Context: an optimization exercise on an open-source flow, tuned for small area. The choices shown serve that exercise and are no tape-out recipe. RTL that was checked went through simulation tests only; none was proved equivalent to the original. No activity file was given, so power comes from the tool's default toggle rates.

Setup of the previous run:
==> flow/design.v (excerpt) <==
module filtro_fir
  #(
    parameter WW_INPUT  = 8,
    parameter WW_OUTPUT = 8
    )
   (
    input                         clk,
    input                         i_en,
    input                         i_srst,
    input  signed [ WW_INPUT-1:0] i_data,
    output signed [WW_OUTPUT-1:0] o_data
    );
For scale: about 440 cells after synthesis, about 140 flip-flops, roughly 6600 um^2 of cells after synthesis.
==> flow/config.mk <==
export PLATFORM = sky130hd
export DESIGN_NAME = filtro_fir
export DESIGN_NICKNAME = filtro_fir
export VERILOG_FILES = /design/flow/design.v
export SDC_FILE = /design/flow/constraint.sdc
export NUM_CORES = 4
export LEC_CHECK = 0
export CAP_MARGIN = 20
export CORE_MARGIN = 2
export CORE_UTILIZATION = 55
export CTS_BUF_LIST = sky130_fd_sc_hd__clkbuf_2 sky130_fd_sc_hd__clkbuf_4
export CTS_CLUSTER_DIAMETER = 60
export CTS_CLUSTER_SIZE = 20
export SLEW_MARGIN = 20
export SYNTH_HIERARCHICAL = 1
export SYNTH_MINIMUM_KEEP_SIZE = 0
==> flow/constraint.sdc <==
create_clock -name core_clock -period 5.5 [get_ports {clk}]
set_input_delay 1.1000 -clock core_clock [delete_from_list [all_inputs] [get_ports {clk}]]
set_output_delay 1.1000 -clock core_clock [all_outputs]
set_load 0.01 [all_outputs]
standard.sh (not shown) runs the stock make flow with config.mk's settings and CLKGATE_MAP_FILE= SYNTH_SCRIPT=/design/flow/synth_recipe.tcl, a recipe that flattens the netlist after the stock synthesis.
==> flow/flow/run.sh <==
#!/bin/bash
# Layout flow: the standard flow (standard.sh, unchanged synthesis), with two
# changes to how the layout is built:
#  - clock tree synthesis without dummy loads (clock buffers clkbuf_2/clkbuf_4),
#  - port buffers of the smallest buffer cell.
# Each tool's output goes to standard.log here (ORFS's own logs are under orfs/logs).
set -euo pipefail
bash standard.sh \
  CTS_ARGS="-sink_clustering_enable -repair_clock_nets -dont_use_dummy_load -sink_clustering_size 20 -sink_clustering_max_diameter 60 -buf_list {sky130_fd_sc_hd__clkbuf_2 sky130_fd_sc_hd__clkbuf_4}" \
  BUFFER_PORTS_ARGS="-buffer_cell sky130_fd_sc_hd__buf_1" \
  finish > standard.log 2>&1
Here is what was changed in the inputs of the current run compared with the previous run.
diff --git a/flow/design.v b/flow/design.v
--- a/flow/design.v
+++ b/flow/design.v
@@ -451,84 +451,82 @@
   fir_or u_c222 (.a(c206), .b(s219), .y(c222));
   wire s223, c224;
   fir_fa u_s223 (.a(s221), .b(c208), .c(c210), .s(s223), .co(c224));
   wire s225, c226;
   fir_fa u_s225 (.a(s223), .b(c32), .c(c212), .s(s225), .co(c226));
   wire s227, c228;
   fir_fa u_s227 (.a(s31), .b(s225), .c(c214), .s(s227), .co(c228));
   wire s229, c230;
-  fir_ha u_s229 (.a(c216), .b(s227), .s(s229), .co(c230));
+  fir_fa u_s229 (.a(c216), .b(s227), .c(c218), .s(s229), .co(c230));
   wire s231, c232;
   fir_xnor u_s231 (.a(d7[7]), .b(c220), .y(s231));
   fir_or u_c232 (.a(d7[7]), .b(c220), .y(c232));
   wire s233, c234;
   fir_fa u_s233 (.a(s231), .b(c222), .c(c224), .s(s233), .co(c234));
   wire s235, c236;
   fir_fa u_s235 (.a(c32), .b(s233), .c(c226), .s(s235), .co(c236));
   wire s237, c238;
-  fir_fa u_s237 (.a(c228), .b(s235), .c(c230), .s(s237), .co(c238));
+  fir_ha u_s237 (.a(c228), .b(s235), .s(s237), .co(c238));
   wire s239, c240;
   fir_xnor u_s239 (.a(c232), .b(c234), .y(s239));
   fir_or u_c240 (.a(c232), .b(c234), .y(c240));
   wire s241, c242;
-  fir_ha u_s241 (.a(s239), .b(c236), .s(s241), .co(c242));
+  fir_fa u_s241 (.a(s239), .b(c236), .c(c238), .s(s241), .co(c242));
   wire c243 = ~i_data[0] & s37;
   wire c244 = s50 & c243;
   wire c245 = s67 & c244;
   wire c246 = s88 & c245;
   wire c247;
   fir_maj u_c247 (.a(~i_data[4]), .b(s110), .c(c246), .y(c247));
   wire c248 = s135 & c247;
   reg  r1r0_6;
   reg  r1r1_6;
   reg  r1r0_7;
   reg  r1r1_7;
   reg  r1r0_8;
   reg  r1r0_9;
   reg  r1r1_9;
   reg  r1r0_10;
-  reg  r1r1_10;
   reg  r1r0_11;
+  reg  r1r1_11;
   reg  r1r0_12;
-  reg  r1r1_12;
   reg  r1r0_13;
   reg  r1r1_13;
   reg  r1c;
   always @(posedge clk) begin
     r1r0_6 <= ~i_data[6];
     r1r1_6 <= s159;
     r1r0_7 <= s183;
     r1r1_7 <= c160;
     r1r0_8 <= s203;
     r1r0_9 <= c204;
     r1r1_9 <= s217;
     r1r0_10 <= s229;
-    r1r1_10 <= c218;
     r1r0_11 <= s237;
+    r1r1_11 <= c230;
     r1r0_12 <= s241;
-    r1r1_12 <= c238;
     r1r0_13 <= c240;
     r1r1_13 <= c242;
     r1c <= c248;
   end
   wire s249, c250;
   fir_fa u_s249 (.a(r1r0_6), .b(r1r1_6), .c(r1c), .s(s249), .co(c250));
   wire s251, c252;
   fir_fa u_s251 (.a(r1r0_7), .b(r1r1_7), .c(c250), .s(s251), .co(c252));
   wire s253, c254;
   fir_ha u_s253 (.a(r1r0_8), .b(c252), .s(s253), .co(c254));
   wire s255, c256;
   fir_fa u_s255 (.a(r1r0_9), .b(r1r1_9), .c(c254), .s(s255), .co(c256));
   wire s257, c258;
-  fir_fa u_s257 (.a(r1r0_10), .b(r1r1_10), .c(c256), .s(s257), .co(c258));
+  fir_ha u_s257 (.a(r1r0_10), .b(c256), .s(s257), .co(c258));
   wire s259, c260;
-  fir_ha u_s259 (.a(r1r0_11), .b(c258), .s(s259), .co(c260));
+  fir_fa u_s259 (.a(r1r0_11), .b(r1r1_11), .c(c258), .s(s259), .co(c260));
   wire s261, c262;
-  fir_fa u_s261 (.a(r1r0_12), .b(r1r1_12), .c(c260), .s(s261), .co(c262));
+  fir_ha u_s261 (.a(r1r0_12), .b(c260), .s(s261), .co(c262));
   wire s263, c264;
   fir_fa u_s263 (.a(r1r0_13), .b(r1r1_13), .c(c262), .s(s263), .co(c264));
   wire i265 = ~c264;
   wire [8:0] q = {i265, s263, s261, s259, s257, s255, s253, s251, s249};
   wire [7:0] sat;
   SatTruncFP #(.NB_XI(9), .NBF_XI(6), .NB_XO(8), .NBF_XO(6))
     u_sat (.i_data(q), .o_data(sat));
   reg  [7:0] r2, r3;
==> comparison <==
Compared with the previous run, in the current run routed length on met3 increased 4.8%, fraction of power consumed by combinational cells increased 0.6 points, worst hold path depth essentially unchanged, inverter count essentially unchanged. The standard cells in the current run occupy more silicon area than those in the previous run do. ~same core area in the current run and the previous run. Fmax: the current run below the previous run. The die used by the current run is smaller than the one used by the previous run.
The RTL of the current run was laid out without a check of its function.

## what the ideal ports hide
The flow's constraints put no driver on any port. The routed layouts listed below were extracted and timed again, unchanged, in two steps.
Step 1, drivers: a clkbuf_16 drives clk and a buf_2 each remaining input, both assumed.
Step 2 adds t to the input delays and takes it off the output delays; t is the mean of the earliest and latest rising clock arrival at the registers after step 1. Input paths then give back, and output paths get back, about the clock's delay inside the block.
Slacks: ideal / step 1 / step 2; pairs: ideal / step 1.
run | t, ns | slack for setup (ns) | worst setup path at the end | clock arrival spread, ns | cell pins on the clock port's net
the previous run | 0.544 | 0.332 / 0.332 / 0.332 | register to register | 0.037 / 0.037 | 1
the current run | 0.538 | 0.131 / 0.131 / 0.131 | register to register | 0.031 / 0.031 | 1
After both steps every run listed still meets setup and hold.
